Context: an optimization exercise on an open-source flow, tuned for small area. The choices shown serve that exercise and are no tape-out recipe.
Function was checked by simulation only, so behaviour that the tests miss may differ from the original.
In every run shown here, the design's own scripts or RTL, not TritonCTS, make the clock network.
No driver is modelled on the clock port, so clock power and skew are understated where the tree is cut down; a real chip needs a root buffer or a tree.
No activity file was given, so power comes from the tool's default toggle rates.

==> flow/design.v <==
module Debouncer (
	input  wire iClock,
	input  wire iReset_n,
	input  wire iBouncy,
	output wire oState
);
reg FF0, FF1n;
reg [6:0] Counter;
reg State;
wire FF1 = ~FF1n;
wire [6:0] s = Counter ^ 7'b0101010;
wire low_ones = &s[5:0];
wire CarryOut = s[6] & low_ones;
wire fb = ~(s[6] ^ s[5]) | low_ones;
always @(posedge iClock) begin
	if (!iReset_n) begin
		FF0 <= 1'b0;
		FF1n <= 1'b1;
	end else begin
		FF0 <= iBouncy;
		FF1n <= ~FF0;
	end
	if (!iReset_n || (FF1 ^ FF0))
		Counter <= 7'b1010100;
	else
		Counter <= {~Counter[5:0], fb};
	if (!iReset_n)
		State <= 1'b0;
	else if (CarryOut)
		State <= FF1;
end
assign oState = State;
endmodule
module controller (
	input        clk,
	input        reset_n,
	output [3:0] rowN,
	input  [3:0] columnN,
	output reg [3:0] key,
	output       ready
);
reg  [1:0] row;
reg  [8:0] counter;
wire [3:0] cold;
wire [8:0] cs = counter ^ 9'b010101010;
wire low_ones = &cs[7:0];
wire term = cs[8] & low_ones;
wire fb = ~(cs[8] ^ cs[4]) | low_ones;
assign ready = |cold;
assign rowN[0] = ~(row == 2'd0);
assign rowN[1] = ~(row == 2'd1);
assign rowN[2] = ~(row == 2'd2);
assign rowN[3] = ~(row == 2'd3);
always @(posedge clk)
	if (!reset_n) begin
		counter <= 9'b111010110;
		row <= 2'd0;
	end else if (term && !ready) begin
		counter <= 9'b111010110;
		row <= row + 2'd1;
	end else
		counter <= {~counter[7:0], fb};
wire single = (cold == 4'b0001) | (cold == 4'b0010) | (cold == 4'b0100) | (cold == 4'b1000);
wire [1:0] col = {cold[2] | cold[3], cold[1] | cold[3]};
reg  [3:0] code;
always @* begin
	case ({row, col})
		4'b00_00: code = 4'h1;
		4'b00_01: code = 4'h2;
		4'b00_10: code = 4'h3;
		4'b00_11: code = 4'hA;
		4'b01_00: code = 4'h4;
		4'b01_01: code = 4'h5;
		4'b01_10: code = 4'h6;
		4'b01_11: code = 4'hB;
		4'b10_00: code = 4'h7;
		4'b10_01: code = 4'h8;
		4'b10_10: code = 4'h9;
		4'b10_11: code = 4'hC;
		4'b11_00: code = 4'hF;
		4'b11_01: code = 4'h0;
		4'b11_10: code = 4'hE;
		default:  code = 4'hD;
	endcase
end
always @(posedge clk)
	if (!reset_n)
		key <= 4'b0000;
	else if (single)
		key <= code;
Debouncer d0 (.iClock(clk), .iReset_n(reset_n), .iBouncy(~columnN[0]), .oState(cold[0]));
Debouncer d1 (.iClock(clk), .iReset_n(reset_n), .iBouncy(~columnN[1]), .oState(cold[1]));
Debouncer d2 (.iClock(clk), .iReset_n(reset_n), .iBouncy(~columnN[2]), .oState(cold[2]));
Debouncer d3 (.iClock(clk), .iReset_n(reset_n), .iBouncy(~columnN[3]), .oState(cold[3]));
endmodule
module state(
	input logic clk,
	input logic [1:0] state,
	input logic [3:0] value,
	output logic passThrough,
	output logic [1:0] selector
	);
always @(posedge clk)
	casex({state,value})
		6'b 000xxx: {passThrough,selector} <= 3'b 100;
		6'b 00100x: {passThrough,selector} <= 3'b 100;
		6'b 001010: {passThrough,selector} <= 3'b 101;
		6'b 001011: {passThrough,selector} <= 3'b 101;
		6'b 001100: {passThrough,selector} <= 3'b 101;
		6'b 001101: {passThrough,selector} <= 3'b 000;
		6'b 001110: {passThrough,selector} <= 3'b 000;
		6'b 001111: {passThrough,selector} <= 3'b 100;
		6'b 010xxx: {passThrough,selector} <= 3'b 110;
		6'b 01100x: {passThrough,selector} <= 3'b 110;
		6'b 011010: {passThrough,selector} <= 3'b 101;
		6'b 011011: {passThrough,selector} <= 3'b 101;
		6'b 011100: {passThrough,selector} <= 3'b 101;
		6'b 011101: {passThrough,selector} <= 3'b 001;
		6'b 011110: {passThrough,selector} <= 3'b 001;
		6'b 011111: {passThrough,selector} <= 3'b 100;
		6'b 100xxx: {passThrough,selector} <= 3'b 110;
		6'b 10100x: {passThrough,selector} <= 3'b 110;
		6'b 101010: {passThrough,selector} <= 3'b 010;
		6'b 101011: {passThrough,selector} <= 3'b 010;
		6'b 101100: {passThrough,selector} <= 3'b 010;
		6'b 101101: {passThrough,selector} <= 3'b 011;
		6'b 101110: {passThrough,selector} <= 3'b 010;
		6'b 101111: {passThrough,selector} <= 3'b 100;
		6'b 110xxx: {passThrough,selector} <= 3'b 100;
		6'b 1110xx: {passThrough,selector} <= 3'b 100;
		6'b 11110x: {passThrough,selector} <= 3'b 011;
		6'b 111110: {passThrough,selector} <= 3'b 011;
		6'b 111111: {passThrough,selector} <= 3'b 100;
	endcase
endmodule
module filter(
	input logic clk,
	input logic reset,
	input logic released,
	input logic passThrough,
	input logic [1:0] selector,
	input logic [3:0] key,
	output logic [5:0] filtered
	);
logic released_q;
logic [1:0] state_q;
logic [3:0] key_n;	 
always_ff @(posedge clk)
	released_q <= released;
always_ff @(posedge clk)
	if (!reset) begin
		state_q <= 2'b 00;
		key_n <= 4'b 0000;
	end
	else if (released & ~released_q & (passThrough | (selector == 2'b 11 && key == 4'b 1101))) begin
		state_q <= selector;
		key_n <= ~key;
	end
assign filtered = {state_q, ~key_n};
endmodule
module memory(
    input logic clk,
    input logic enable,
    input logic reset,
    input logic [1:0] address,
    input logic [3:0] write,
    output logic [2:0][3:0] read
    );
always_ff @(posedge clk)
    if(!reset)
        read <= '1;
    else if(read[2] != 4'b 1111 & address == 2'b 00)
        read <= '1;
    else if (address != 2'b 11 && enable)
        read[address] <= write;
endmodule
module operator (
    input  logic       enable,
    input  logic [3:0] val0,
    input  logic [3:0] operation,
    input  logic [3:0] val1,
    output logic       negative,
    output logic [6:0] hex0,
    output logic [6:0] hex1
    );
wire en = enable;
wire [3:0] a = val0, b = val1, op = operation;
wire mul = op == 4'hA;
wire sub = op == 4'hB;
function [6:0] seg(input [3:0] x);
  case (x)
    4'd0: seg = 7'b1000000; 4'd1: seg = 7'b1111001; 4'd2: seg = 7'b0100100; 4'd3: seg = 7'b0110000;
    4'd4: seg = 7'b0011001; 4'd5: seg = 7'b0010010; 4'd6: seg = 7'b0000010; 4'd7: seg = 7'b1111000;
    4'd8: seg = 7'b0000000; 4'd9: seg = 7'b0010000; default: seg = 7'b1111111;
  endcase
endfunction
wire [3:0] bx = sub ? ~b : b;
wire [4:0] t = a + bx + sub;       
wire lt = sub & ~t[4];
wire [3:0] dn = ~t[3:0] + 4'd1;    
wire [4:0] as = lt ? {1'b0, dn} : sub ? {1'b0, t[3:0]} : t;
function [1:0] fa(input x, y, z); fa = {(x & y) | (x & z) | (y & z), x ^ y ^ z}; endfunction
wire [3:0] pp0 = a & {4{b[0]}}, pp1 = a & {4{b[1]}}, pp2 = a & {4{b[2]}}, pp3 = a & {4{b[3]}};
wire [1:0] s10 = fa(pp0[1], pp1[0], 1'b0);
wire [1:0] s11 = fa(pp0[2], pp1[1], s10[1]);
wire [1:0] s12 = fa(pp0[3], pp1[2], s11[1]);
wire [1:0] s13 = fa(1'b0, pp1[3], s12[1]);
wire [1:0] s20 = fa(s11[0], pp2[0], 1'b0);
wire [1:0] s21 = fa(s12[0], pp2[1], s20[1]);
wire [1:0] s22 = fa(s13[0], pp2[2], s21[1]);
wire [1:0] s23 = fa(s13[1], pp2[3], s22[1]);
wire [1:0] s30 = fa(s21[0], pp3[0], 1'b0);
wire [1:0] s31 = fa(s22[0], pp3[1], s30[1]);
wire [1:0] s32 = fa(s23[0], pp3[2], s31[1]);
wire [1:0] s33 = fa(s23[1], pp3[3], s32[1]);
wire [7:0] p = {s33[1], s33[0], s32[0], s31[0], s30[0], s20[0], s10[0], pp0[0]};
wire [7:0] V = mul ? p : {3'b0, as};
reg [7:0] bcd;
integer i;
always @* begin
  bcd = 0;
  for (i = 0; i < 8; i = i + 1) begin
    bcd = {bcd[6:0], V[7-i]};
    if (i < 7 && bcd[3:0] > 4) bcd[3:0] = bcd[3:0] + 3;
    if (i < 7 && bcd[7:4] > 4) bcd[7:4] = bcd[7:4] + 3;
  end
end
wire hib = ~en | (bcd[7:4] == 0) | lt;
assign hex0 = en ? seg(bcd[3:0]) : 7'h7f;
assign hex1 = hib ? 7'h7f : seg(bcd[7:4]);
assign negative = ~(en & lt);
endmodule
module calcDecoder7 (in, out);
    input [3:0] in;
    output [6:0] out;
    wire [15:0] m = 16'b1 << in;
    assign out[0] = ~(m[0] | m[2] | m[3] | m[5] | m[6] | m[7] | m[8] | m[9] | m[12]);
    assign out[1] = ~(m[0] | m[1] | m[2] | m[3] | m[4] | m[7] | m[8] | m[9] | m[10] | m[12]);
    assign out[2] = ~(m[0] | m[1] | m[3] | m[4] | m[5] | m[6] | m[7] | m[8] | m[9] | m[10] | m[12]);
    assign out[3] = ~(m[0] | m[2] | m[3] | m[5] | m[6] | m[8] | m[9]);
    assign out[4] = ~(m[0] | m[2] | m[6] | m[8] | m[10] | m[12]);
    assign out[5] = ~(m[0] | m[4] | m[5] | m[6] | m[8] | m[9] | m[10] | m[12]);
    assign out[6] = ~(m[2] | m[3] | m[4] | m[5] | m[6] | m[8] | m[9] | m[10] | m[11] | m[12]);
endmodule
module lights(
    input logic [2:0][3:0] values,
    output logic [7:0] LEDR,
    output logic [1:0] LEDG
    );
always_comb
    begin
        if (&values[1])
            LEDG = 0;
        else
            LEDG = {~&values[1][3:2],~&values[1][1:0]};
        if (~&values[0] && &values[1])
            LEDR = {values[0],4'b 0000};
        else if (&values[0] && ~&values[2])
            LEDR = {4'b 0000,values[0]};
        else if (~&values[0] && ~&values[2])
            LEDR = {values[0],values[2]};
        else
            LEDR = 8'b 00000000;
    end
endmodule
module alu(
	input logic	clk,
	input logic	reset,
	input logic released,
	input logic	[3:0] key,
	output logic [6:0] HEX0,
	output logic [6:0] HEX1,
	output logic [6:0] HEX2,
	output logic [6:0] HEX4,
	output logic [6:0] HEX5,
	output logic [6:0] HEX6,
	output logic [7:0] LEDG,
	output logic [7:0] LEDR
	);
wire negative;
wire passThrough;
wire [1:0] selector;
wire [5:0] filtered;
wire [2:0][3:0] values;
assign LEDG[6:2] = 5'b 00000;
assign LEDG[7] = released & ~(filtered[5] ^ filtered[4]);
state	s0(
	.clk(clk),
	.state(filtered[5:4]),
	.value(key),
	.selector(selector),
	.passThrough(passThrough)
	);
filter f0(
	.clk(clk),
	.reset(reset),
	.released(released),
	.passThrough(passThrough),
	.selector(selector),
	.key(key),
	.filtered(filtered)
	);
memory m0(
	.clk(clk),
	.enable(passThrough),
	.reset(reset),
	.address(filtered[5:4]),
	.write(filtered[3:0]),
	.read(values)
	);
operator	op0(
	.enable(&filtered[5:4]),
	.val0(values[0]),
	.val1(values[2]),
	.operation(values[1]),
	.hex0(HEX0),
	.hex1(HEX1),
	.negative(negative)
	);
assign HEX2 = {negative, 6'b111111};
calcDecoder7 cd3(
	.in(values[2]),
	.out(HEX4)
	);
calcDecoder7 cd4(
	.in(values[1]),
	.out(HEX5)
	);
calcDecoder7 cd5(
	.in(values[0]),
	.out(HEX6)
	);
lights L0(
	.values(values),
	.LEDR(LEDR),
	.LEDG(LEDG[1:0])
	);
endmodule
module system(
	input logic CLOCK_50,
	input logic RESET_N,
	input logic KEY0,
	input logic [3:0] COLUMN_N,
	output logic [3:0] ROW_N,
	output logic [7:0] LEDG,
	output logic [7:0] LEDR,
	output logic [6:0] HEX0,
	output logic [6:0] HEX1,
	output logic [6:0] HEX2,
	output logic [6:0] HEX4,
	output logic [6:0] HEX5,
	output logic [6:0] HEX6
	);
wire ready;
wire [3:0] key;
controller c0 (
	.clk(CLOCK_50),
	.reset_n(RESET_N),
	.rowN(ROW_N),
	.columnN(COLUMN_N),
	.key(key),
	.ready(ready)
	);
alu a0(
	.clk(CLOCK_50),
	.reset(RESET_N & (~&key | ~KEY0)),
	.released(~ready),
	.key(key),
	.HEX0(HEX0),
	.HEX1(HEX1),
	.HEX2(HEX2),
	.HEX4(HEX4),
	.HEX5(HEX5),
	.HEX6(HEX6),
	.LEDR(LEDR),
	.LEDG(LEDG)
	);
endmodule
==> flow/flow/run.sh <==
#!/bin/bash
# Standard ORFS layout with: area-oriented synthesis mapping (my_synth.tcl),
# small port buffers, and a one-level clock tree (cts_pre.tcl).
set -euo pipefail
HERE=$(pwd)
export FLOW_FLOW_DIR=$HERE/flow
bash standard.sh \
  SYNTH_SCRIPT=$HERE/flow/my_synth.tcl \
  "BUFFER_PORTS_ARGS=-buffer_cell sky130_fd_sc_hd__buf_1" \
  SKIP_REPAIR_TIE_FANOUT=1 \
  PRE_CTS_TCL=$HERE/flow/cts_pre.tcl \
  finish > flow_make.log 2>&1
==> flow/flow/cts_pre.tcl <==
source [file join [file dirname [info script]] my_cts.tcl]
proc clock_tree_synthesis { args } {
  my_clock_tree_auto 0.115
}
==> flow/flow/my_cts.tcl <==
# Clock tree: the clock port drives a few clock buffers directly, each
# buffer drives one cluster of flip-flops (k-means on their placement).
# Every flip-flop sits behind exactly one buffer of the same type.
proc my_clock_tree { nclusters bufcell } {
  set block [ord::get_db_block]
  set db [ord::get_db]
  set clknet [$block findNet CLOCK_50]
  set sinks {}
  foreach it [$clknet getITerms] {
    if { [$it isInputSignal] } { lappend sinks $it }
  }
  set n [llength $sinks]
  set xs {}; set ys {}
  foreach it $sinks {
    set inst [$it getInst]
    set bb [$inst getBBox]
    lappend xs [expr { ([$bb xMin] + [$bb xMax]) / 2.0 }]
    lappend ys [expr { ([$bb yMin] + [$bb yMax]) / 2.0 }]
  }
  # k-means, deterministic start: sinks sorted by angle around the centroid
  set cx 0.0; set cy 0.0
  for {set i 0} {$i < $n} {incr i} { set cx [expr {$cx + [lindex $xs $i]}]; set cy [expr {$cy + [lindex $ys $i]}] }
  set cx [expr {$cx / $n}]; set cy [expr {$cy / $n}]
  set order {}
  for {set i 0} {$i < $n} {incr i} {
    lappend order [list $i [expr {atan2([lindex $ys $i] - $cy, [lindex $xs $i] - $cx)}]]
  }
  set order [lsort -real -index 1 $order]
  set assign [lrepeat $n 0]
  for {set k 0} {$k < $n} {incr k} {
    lset assign [lindex $order $k 0] [expr {$k * $nclusters / $n}]
  }
  for {set iter 0} {$iter < 50} {incr iter} {
    set mx [lrepeat $nclusters 0.0]; set my [lrepeat $nclusters 0.0]; set mc [lrepeat $nclusters 0]
    for {set i 0} {$i < $n} {incr i} {
      set c [lindex $assign $i]
      lset mx $c [expr {[lindex $mx $c] + [lindex $xs $i]}]
      lset my $c [expr {[lindex $my $c] + [lindex $ys $i]}]
      lset mc $c [expr {[lindex $mc $c] + 1}]
    }
    for {set c 0} {$c < $nclusters} {incr c} {
      if {[lindex $mc $c] > 0} {
        lset mx $c [expr {[lindex $mx $c] / [lindex $mc $c]}]
        lset my $c [expr {[lindex $my $c] / [lindex $mc $c]}]
      }
    }
    # balanced assignment: each cluster takes at most ceil(n/k) sinks, greedy by distance
    set cap [expr {($n + $nclusters - 1) / $nclusters}]
    set pairs {}
    for {set i 0} {$i < $n} {incr i} {
      for {set c 0} {$c < $nclusters} {incr c} {
        set d [expr {abs([lindex $xs $i] - [lindex $mx $c]) + abs([lindex $ys $i] - [lindex $my $c])}]
        lappend pairs [list $d $i $c]
      }
    }
    set pairs [lsort -real -index 0 $pairs]
    set newassign [lrepeat $n -1]
    set cnt [lrepeat $nclusters 0]
    foreach p $pairs {
      lassign $p d i c
      if {[lindex $newassign $i] >= 0} continue
      if {[lindex $cnt $c] >= $cap} continue
      lset newassign $i $c
      lset cnt $c [expr {[lindex $cnt $c] + 1}]
    }
    if {$newassign == $assign} break
    set assign $newassign
  }
  set master [$db findMaster $bufcell]
  for {set c 0} {$c < $nclusters} {incr c} {
    set inst [odb::dbInst_create $block $master "clkbuf_leaf_$c"]
    set net [odb::dbNet_create $block "clknet_leaf_$c"]
    $net setSigType CLOCK
    [$inst findITerm A] connect $clknet
    [$inst findITerm X] connect $net
    $inst setLocation [expr {int([lindex $mx $c])}] [expr {int([lindex $my $c])}]
    $inst setPlacementStatus PLACED
  }
  for {set i 0} {$i < $n} {incr i} {
    set it [lindex $sinks $i]
    set net [$block findNet "clknet_leaf_[lindex $assign $i]"]
    $it disconnect
    $it connect $net
  }
  puts "my_clock_tree: $n sinks in $nclusters clusters of $bufcell"
}

# Undo my_clock_tree: reconnect every sink to the clock port net and remove
# the leaf buffers and their nets.
proc my_clock_tree_undo { nclusters } {
  set block [ord::get_db_block]
  set clknet [$block findNet CLOCK_50]
  for {set c 0} {$c < $nclusters} {incr c} {
    set inst [$block findInst "clkbuf_leaf_$c"]
    set net [$block findNet "clknet_leaf_$c"]
    foreach it [$net getITerms] {
      if { [$it getInst] != $inst } {
        $it disconnect
        $it connect $clknet
      }
    }
    odb::dbInst_destroy $inst
    odb::dbNet_destroy $net
  }
}

proc my_worst_clock_slew { } {
  estimate_parasitics -placement
  set worst 0
  foreach pin [get_pins -hierarchical */CLK] {
    set s [get_property $pin slew_max]
    if { $s > $worst } { set worst $s }
  }
  return $worst
}

proc my_clock_tree_auto { limit } {
  set configs {
    {3 sky130_fd_sc_hd__clkbuf_8}
    {2 sky130_fd_sc_hd__clkbuf_16}
    {4 sky130_fd_sc_hd__clkbuf_8}
    {3 sky130_fd_sc_hd__clkbuf_16}
  }
  foreach cfg $configs {
    lassign $cfg n cell
    my_clock_tree $n $cell
    set_propagated_clock [all_clocks]
    set slew [my_worst_clock_slew]
    puts "my_clock_tree_auto: $n x $cell, estimated worst clock slew $slew"
    if { $slew <= $limit } { return }
    my_clock_tree_undo $n
  }
  my_clock_tree 4 sky130_fd_sc_hd__clkbuf_16
  set_propagated_clock [all_clocks]
  puts "my_clock_tree_auto: fell back to 4 x clkbuf_16"
}
==> flow/flow/my_synth.tcl <==
# The standard flow's synthesis (synth_recipe.tcl), with changes to the combinational
# mapping only: no full/half-adder extraction, and an area-oriented ABC
# script (AIG rewriting, &deepsyn, area mapping) run with several random
# seeds, of which the one giving the smallest cell area is kept.
# Registers are inferred and mapped exactly as in the standard synthesis.
proc synth {args} { yosys synth -nofsm -noshare {*}$args }
proc extract_fa {args} { puts "extract_fa skipped" }

set ::abc_pre "strash
balance; rewrite; refactor; balance; rewrite; rewrite -z; balance; refactor -z; rewrite -z; balance
balance -l; resub -K 6 -l; rewrite -l; resub -K 6 -N 2 -l; refactor -l; resub -K 8 -l; balance -l; resub -K 8 -N 2 -l; rewrite -l; resub -K 10 -l; rewrite -z -l; resub -K 10 -N 2 -l; balance -l; resub -K 12 -l; refactor -z -l; resub -K 12 -N 2 -l; rewrite -z -l; balance -l"
set ::abc_post "dch -f
amap
topo
stime -c"

proc abc_script { name body } {
  set f [file join $::env(OBJECTS_DIR) $name.script]
  set fh [open $f w]
  puts $fh $body
  close $fh
  return $f
}

proc abc {args} {
  set i [lsearch -exact $args -script]
  set libs {}
  foreach lib $::env(LIB_FILES) { lappend libs -liberty $lib }
  set scripts [list [abc_script abc_plain "$::abc_pre\n$::abc_post"]]
  for {set s 0} {$s < 16} {incr s} {
    lappend scripts [abc_script abc_seed$s "$::abc_pre\n&get -n\n&deepsyn -J 20 -T 60 -S $s\n&put\n$::abc_post"]
  }
  yosys design -save pre_abc
  set best_area 1e30
  set best ""
  foreach script $scripts {
    yosys design -load pre_abc
    lset args [expr { $i + 1 }] $script
    yosys abc {*}$args
    set rpt [file join $::env(OBJECTS_DIR) abc_area.txt]
    yosys tee -q -o $rpt stat {*}$libs
    set fh [open $rpt r]
    set txt [read $fh]
    close $fh
    if { [regexp {Chip area for module '[^']*': ([0-9.]+)} $txt -> area] } {
      puts "abc [file tail $script]: area $area"
      if { $area < $best_area } {
        set best_area $area
        set best $script
        yosys design -save best_abc
      }
    }
  }
  puts "abc kept: [file tail $best] (area $best_area)"
  yosys design -load best_abc
}

source $::env(SCRIPTS_DIR)/synth.tcl
# left out here: clear keep_hierarchy, flatten, clean up, hide names made inside functions, write 1_2_yosys.v
==> flow/standard.sh <==
#!/bin/bash
# synth_recipe.tcl (not shown) runs the flow's synth.tcl, then flattens the netlist and writes it again
# the make line also repeats each setting of config.mk as NAME=value (left out here)
make -C /OpenROAD-flow-scripts/flow DESIGN_CONFIG=/design/flow/config.mk WORK_HOME=/design/flow/orfs CLKGATE_MAP_FILE= SYNTH_SCRIPT=/design/flow/synth_recipe.tcl "${@:-finish}"
==> flow/config.mk <==
export PLATFORM = sky130hd
export DESIGN_NAME = system
export DESIGN_NICKNAME = system
export VERILOG_FILES = /design/flow/design.v
export SDC_FILE = /design/flow/constraint.sdc
export NUM_CORES = 4
export LEC_CHECK = 0
export CAP_MARGIN = 20
export CORE_MARGIN = 2
export CORE_UTILIZATION = 78
export SLEW_MARGIN = 20
==> flow/constraint.sdc <==
create_clock -name core_clock -period 12.0 [get_ports {CLOCK_50}]
set_input_delay 2.4000 -clock core_clock [delete_from_list [all_inputs] [get_ports {CLOCK_50}]]
set_output_delay 2.4000 -clock core_clock [all_outputs]
set_load 0.01 [all_outputs]
==> results of run 1 <==
==> layout by cell type, fill, tap and decap left out, drive strengths merged, types with 3 or more instances in the layout <==
cell type / instances
o21ai: 50
a311oi: 4
buf: 57
or3: 6
clkinv: 54
o21a: 12
a21oi: 40
or2: 4
xor2: 4
nor2: 120
a21o: 4
nand4b: 4
nor3: 18
nand2: 66
a22oi: 3
o22ai: 14
clkbuf: 4
o221ai: 15
nand3: 6
o31a: 3
a211oi: 8
nand4: 3
dfxtp: 77
==> power groups by stage <==
stage	Sequential, W	Clock (W)	Combinational [W]
6_report	0.000313	0.0000940	0.000647
5_1_grt	0.000316	0.000100	0.000730
4_1_cts	0.000311	0.0000913	0.000633
3_5_place_dp	0.000316	0	0.000626
3_3_place_gp	0.000315	0	0.000594
2_1_floorplan	0.000307	0	0.000500
==> cell type report <==
class / count / area, µm²
flip-flops and latches: 77 / 1540
fillers: 265 / 619
repair buffers: 57 / 214
inverters: 54 / 203
plain buffers: 4 / 55.1
well taps: 67 / 83.8
multi-input cells: 402 / 2040
==> metal layers <==
layer  part of all wire [%]  track usage [%]
met4                    5.9             18.3
met5                      0                0
met3                    7.2             3.79
met1                     36             43.1
met2                     51             72.1
==> sequential cells by signal (all words and copies together), names as in the netlist, 2 cells and up <==
register / flops
c0.d0.Counter: 7
c0.d1.Counter: 7
a0.f0.state_q: 2
a0.m0.read: 12
c0.d2.Counter: 7
c0.key: 4
c0.row: 2
a0.f0.key_n: 4
c0.d3.Counter: 7
a0.s0.selector: 2
c0.counter: 9
==> how the worst min path moves through the flow <==
stage | start | endpoint | slack (ps)
after global placement | c0.d1.Counter[3] | c0.d1.Counter[4] | 360
final | c0.d1.Counter[3] | c0.d1.Counter[4] | 390
after detailed placement | c0.counter[1] | c0.counter[2] | 370
after global routing | c0.d1.Counter[3] | c0.d1.Counter[4] | 400
after CTS | c0.d1.Counter[3] | c0.d1.Counter[4] | 390
after floorplan | c0.counter[7] | c0.counter[8] | 350
==> stage by stage <==
stage	area [µm²]	worst slack (ps)
after floorplan	3870	2780
after global placement	4080	2340
after detailed placement	4080	1690
after CTS	4140	1400
after global routing	4140	81.3
final	4140	1150
==> cells by family (layout without fill, tap and decap cells) <==
| logic type | after synthesis | count (layout) | synth area share [%] |
|---|---|---|---|
| simple gates | 231 | 231 | 24.8 |
| compound gates | 165 | 165 | 26.7 |
| flops | 77 | 77 | 39.8 |
| buf+inv | 66 | 115 | 7.56 |
| xor+xnor | 4 | 4 | 0.905 |
| other cells | 2 | 2 | 0.194 |
==> worst max-delay path, delay by kind of cell, from the launching register on <==
family	cells	cell delay, ps
flip-flops	1	430
AND/OR/NAND/NOR	25	3360
buffers and inverters	6	930
AO/OA/AOI/OAI	19	3540
==> flow_metrics.tcl, run 1 <==
set metrics [dict create \
    status "no timing/DRC/antenna violations" \
    hold_buffers 0 \
    p_leak_nw 1.51 \
    layout-drive-gt1-share_pct 0.673 \
    ys_ff_latch 77 \
    clock_skew_ps 10.2 \
    post-cts-setup-buffer-count 0 \
    synthToLayoutAreaGrowth_pct 6.79 \
    antennaDiodeCount 0 \
    arrival_ps 8450 \
    synth_edf_count 0 \
    remaining_drc_errors 0 \
    antenna_left 0 \
    hold_viol_final 0 \
    grt_pass1_vias 3747 \
    die_w_um 74.5 \
    synth_top_area_share_pct 39.8 \
    p_total_w 0.00105 \
    hold_depth 1 \
    grt_max_degree 21 \
    synth_top_cell_by_area "dfxtp_1" \
    cp.required_ps 9600 \
    fin_util_pct 87.0 \
    synth_area_per_cell_um2 7.11 \
    placementRows 25 \
    min_path_type "register to register" \
    syn_inst 545 \
    ir_drop_uv 156 \
    cp-end-kind "primary output" \
    synthesis.nets 552 \
    swShare_pct 50.5 \
    antenna_found_initial 0 \
    cp_slowest_cell "dfxtp_1" \
    wirelength_um 10600 \
    worstSetupStartpoint "a0.m0.read[1]" \
    synthTopCellsByCount "120 x nor2_1, 77 x dfxtp_1, 66 x nand2_1, 54 x clkinv_1, 50 x o21ai_0" \
    synth_area_um2 3870 \
    drt_iter0_drc 488 \
    start_kind "register" \
    dp_cells 657 \
    power.net_switching_w 0.000533 \
    power.internal_w 0.000522 \
    crit_top_cell "nor2_1" \
    fp.dieH_um 74.5 \
    setup_violations 0 \
    fin_nets 603 \
    routabilityCongestion 1.01 \
    slew-limit-headroom_pct 34.3 \
    rsz0062_at_grt "false" \
    final_cells 661 \
    yosysWarnings 7 \
    synth.area.top_cells "dfxtp_1 40%, nor2_1 12%, o21ai_0 6.5%" \
    io_pins 69 \
    clk_pin_slew_ps 120 \
    r2r_setup_slack_ps 9110 \
    design.die.area_um2 5540 \
    finalCritPeriodShare_pct 90.4 \
    endpoint "HEX0[3]" \
    grt.total_usage_pct 38.4 \
    wl_per_cell_um 16.0 \
    synth_cell_types 34 \
    num_vias 4280 \
    cts_resized 0 \
    vias_per_cell 6.48 \
    start_util_pct 81.4 \
    clkPwrFrac_pct 8.9 \
    grt_pass1_wl_um 16900 \
    final.setup.tns_ps 0 \
    path_max_fanout 10 \
    fmax_mhz 92.1 \
    synth_ff_type "dfxtp_1" \
    core_um2 4750 \
    p_comb_share_pct 61.4 \
    portBuffers 57 \
    dp_hpwl_um 7510 \
    synthArstFlopShare_pct 0 \
    seqPwrFrac_pct 29.7 \
    overflow 0 \
    tightest_slew_ps 978 \
    maxSlewViolCount 0 \
    clk_latency_ps 170 \
    cap_violations 0 \
    fin_crit_ps 10850 \
    cpPeakStageDelay_ps 430 \
    power.density_nw_per_um2 255 \
    yosysMostFrequentCell "nor2_1" \
    hold_slack_ps 385 \
    first_pass_iters 5 \
    r2r-end "a0.f0.state_q[1]" \
    path_class "register to primary output" \
    yosysSeqAreaShare_pct 39.8 \
    r2r_start "c0.key[0]" \
    r2r_cells 8 \
]
==> run 2: changes to the inputs <==
--- a/flow/config.mk
+++ b/flow/config.mk
@@ -8,4 +8,4 @@
 export CAP_MARGIN = 20
 export CORE_MARGIN = 2
-export CORE_UTILIZATION = 78
+export CORE_UTILIZATION = 65
 export SLEW_MARGIN = 20
==> run 2 against run 1 <==
  * Still clean
  * Die area is 19% higher
  * Synthesized cell count stayed put
  * Global-route usage is 14 points lower
  * First-iteration DRC count is 58% lower
  * Design area is 0.24% higher
  * Worst hold slack worse by 1.9 ps
  * Worst setup slack better by 300 ps
  * Sequential power hardly changed
  * Via count is 9.6% lower
==> flow_metrics.tcl, run 2 <==
set metrics [dict create \
    cp_slowest_cell "dfxtp_1" \
    min_path_type "register to register" \
    antenna_found_initial 0 \
    seqPwrFrac_pct 30.1 \
    wirelength_um 8450 \
    dp_hpwl_um 6570 \
    setup_violations 0 \
    synth_top_area_share_pct 39.8 \
    vias_per_cell 5.78 \
    yosysMostFrequentCell "nor2_1" \
    synth_compound_area_share_pct 26.7 \
    power.internal_w 0.000522 \
    wl_met3_um 396 \
    clkPwrFrac_pct 8.8 \
    top_regs "a0.m0.read x12, c0.counter x9" \
    p_comb_share_pct 61.1 \
    clk_latency_ps 170 \
    slew-limit-headroom_pct 33.5 \
    synthAdderAreaFrac_pct 0 \
    cp-end-kind "primary output" \
    min-delay-start "c0.d0.Counter[3]" \
    remaining_drc_errors 0 \
    hold_buffers 0 \
    dp_cells 665 \
    synthToLayoutAreaGrowth_pct 7.04 \
    wl_per_cell_um 12.6 \
    drt_iter0_drc 205 \
    cpPeakStageDelay_ps 440 \
    tightest_slew_ps 989 \
    cp.required_ps 9600 \
    p_leak_nw 1.51 \
    fp.dieH_um 81.2 \
    fillers 500 \
    synth_edf_count 0 \
    grt_max_degree 21 \
    path_max_fanout 10 \
    cap_violations 0 \
    yosysSeqAreaShare_pct 39.8 \
    num_vias 3869 \
    first_pass_iters 5 \
    arrival_ps 8150 \
    design.die.area_um2 6590 \
    synth_cell_types 34 \
    path_delay_family "simple AND/OR/NAND/NOR gates" \
    die_w_um 81.2 \
    status "no timing/DRC/antenna violations" \
    overflow 0 \
    path_class "register to primary output" \
    final_cells 669 \
    final_cell_mix "120 x nor2_1, 77 x dfxtp_1, 66 x nand2_1" \
    swShare_pct 49.5 \
    fin_util_pct 70.9 \
    crit_top_cell "nor2_1" \
    wl_met1_um 3760 \
    fin_nets 603 \
    post-cts-setup-buffer-count 0 \
    synth_area_per_cell_um2 7.11 \
    synth_area_um2 3870 \
    start_kind "register" \
    clk_pin_slew_ps 110 \
    maxSlewViolCount 0 \
    antennaDiodeCount 0 \
    synth_top_cell_by_area "dfxtp_1" \
    multi_input_area_um2 2040 \
    antenna_left 0 \
    yosysWarnings 7 \
    r2r_start "c0.key[0]" \
    synth.area.top_cells "dfxtp_1 40%, nor2_1 12%, o21ai_0 6.5%" \
    seq_area_um2 1540 \
    cts_resized 0 \
    worstSetupStartpoint "a0.m0.read[1]" \
    critPathBufInv 6 \
    fmax_mhz 94.8 \
    routabilityCongestion 0.904 \
    power.density_nw_per_um2 249 \
    power.net_switching_w 0.000511 \
    synth_xor_area_share_pct 0.905 \
    fin_crit_ps 10550 \
    synth_ff_type "dfxtp_1" \
    synthMuxAreaShare_pct 0 \
    io_pins 69 \
    synth_simple_gate_area_share_pct 24.8 \
    syn_inst 545 \
    core_um2 5850 \
    finalCritPeriodShare_pct 87.9 \
    max_flop_register "a0.m0.read" \
    synth_top_family_by_area "compound AO/OA/AOI/OAI gates" \
    synthTopCellsByCount "120 x nor2_1, 77 x dfxtp_1, 66 x nand2_1, 54 x clkinv_1, 50 x o21ai_0" \
    clock_skew_ps 6.94 \
    largest_reg_flops 12 \
    topRoutingLayerUsed "met4" \
    final.setup.tns_ps 0 \
    grt.total_usage_pct 24.8 \
    layout-drive-gt1-share_pct 0.673 \
    final_common_cell "nor2_1" \
    hold_viol_final 0 \
    synthArstFlopShare_pct 0 \
    rsz0062_at_grt "false" \
    grt_pass1_wl_um 13700 \
    wl_met2_um 4210 \
    portBuffers 57 \
    ys_ff_latch 77 \
    start_util_pct 66.2 \
    grt_pass1_vias 3294 \
    ir_drop_uv 207 \
    placementRows 28 \
    synthesis.nets 552 \
]
run 2: routing by layer:
layer  up-vias  global-route usage (%)
li1       2004                       -
met4         0                    3.56
met5         -                       0
met1      1762                    30.2
met3         9                    2.11
met2        94                    48.3
run 2: worst reg2reg max path, cell delays in order, from the launching register on:
cell and delay, ps:
dfxtp_1 370, clkinv_1 140, a221oi_1 470, clkinv_1 160, nor2_1 140, a31oi_1 110, nor3_1 800, clkinv_1 220
o221a_1 290
run 2: layout make-up:
cell class / instances / area share [%]
Inverter: 54 / 4.89
Multi-Input combinational cell: 402 / 49.2
Sequential cell: 77 / 37.2
Buffer: 4 / 1.33
Timing Repair Buffer: 57 / 5.16
Tap cell: 75 / 2.26
run 2: cell families (layout without fill, tap and decap cells):
| logic type | after synthesis | in the layout |
|---|---|---|
| compound gates | 165 | 165 |
| flops | 77 | 77 |
| buf+inv | 66 | 115 |
| other cells | 2 | 2 |
| simple gates | 231 | 231 |
| xor+xnor | 4 | 4 |
run 2: power groups by stage:
stage / Sequential [W] / Combinational, W / Clock [W]
after floorplan: 0.000307 / 0.000500 / 0
after global placement: 0.000315 / 0.000602 / 0
after detailed placement: 0.000315 / 0.000622 / 0
after CTS: 0.000309 / 0.000624 / 0.0000936
after global routing: 0.000315 / 0.000722 / 0.000101
final: 0.000311 / 0.000631 / 0.0000907
run 2: through the flow:
step	worst slack, ps	cell area [µm²]	hold WS, ps	total power [W]
6_report	1450	4150	383	0.00103
3_5_place_dp	1770	4090	361	0.000938
3_3_place_gp	2300	4090	356	0.000917
2_1_floorplan	2780	3870	352	0.000807
5_1_grt	284	4150	398	0.00114
4_1_cts	1560	4150	388	0.00103
run 2: final timing paths:
kind | cells after the start | slack [ps] | to
max | 50 | 1450 | HEX0[4]
min | 1 | 380 | c0.d0.Counter[4]
max reg2reg | 8 | 9200 | a0.f0.state_q[1]
min reg2reg | 1 | 380 | c0.d0.Counter[4]

==> afterwards: timing with drivers on the ports <==
No port has a modelled driver above. Below, the same layouts with a new extraction and two added sets of constraints. Step 1: set_driving_cell puts a clkbuf_16 on CLOCK_50 and a buf_2 on each other input, an assumption about the parent block. Step 2 moves the port delays by t, midway between the first and last clock arrival at a register: inputs arrive t later, outputs are due t later. That takes back most of the time a late clock gives input paths. Slacks: ideal / step 1 / step 2; pairs: ideal / step 1.
run | t (ns) | setup slack, ns | worst setup path after step 2 | latest minus earliest clock arrival (ns)
run 1 | 0.222 | 1.147 / 1.092 / 1.313 | register to output | 0.011 / 0.011
run 2 | 0.216 | 1.447 / 1.392 / 1.608 | register to output | 0.008 / 0.008
After both steps setup and hold are still met in every run listed.
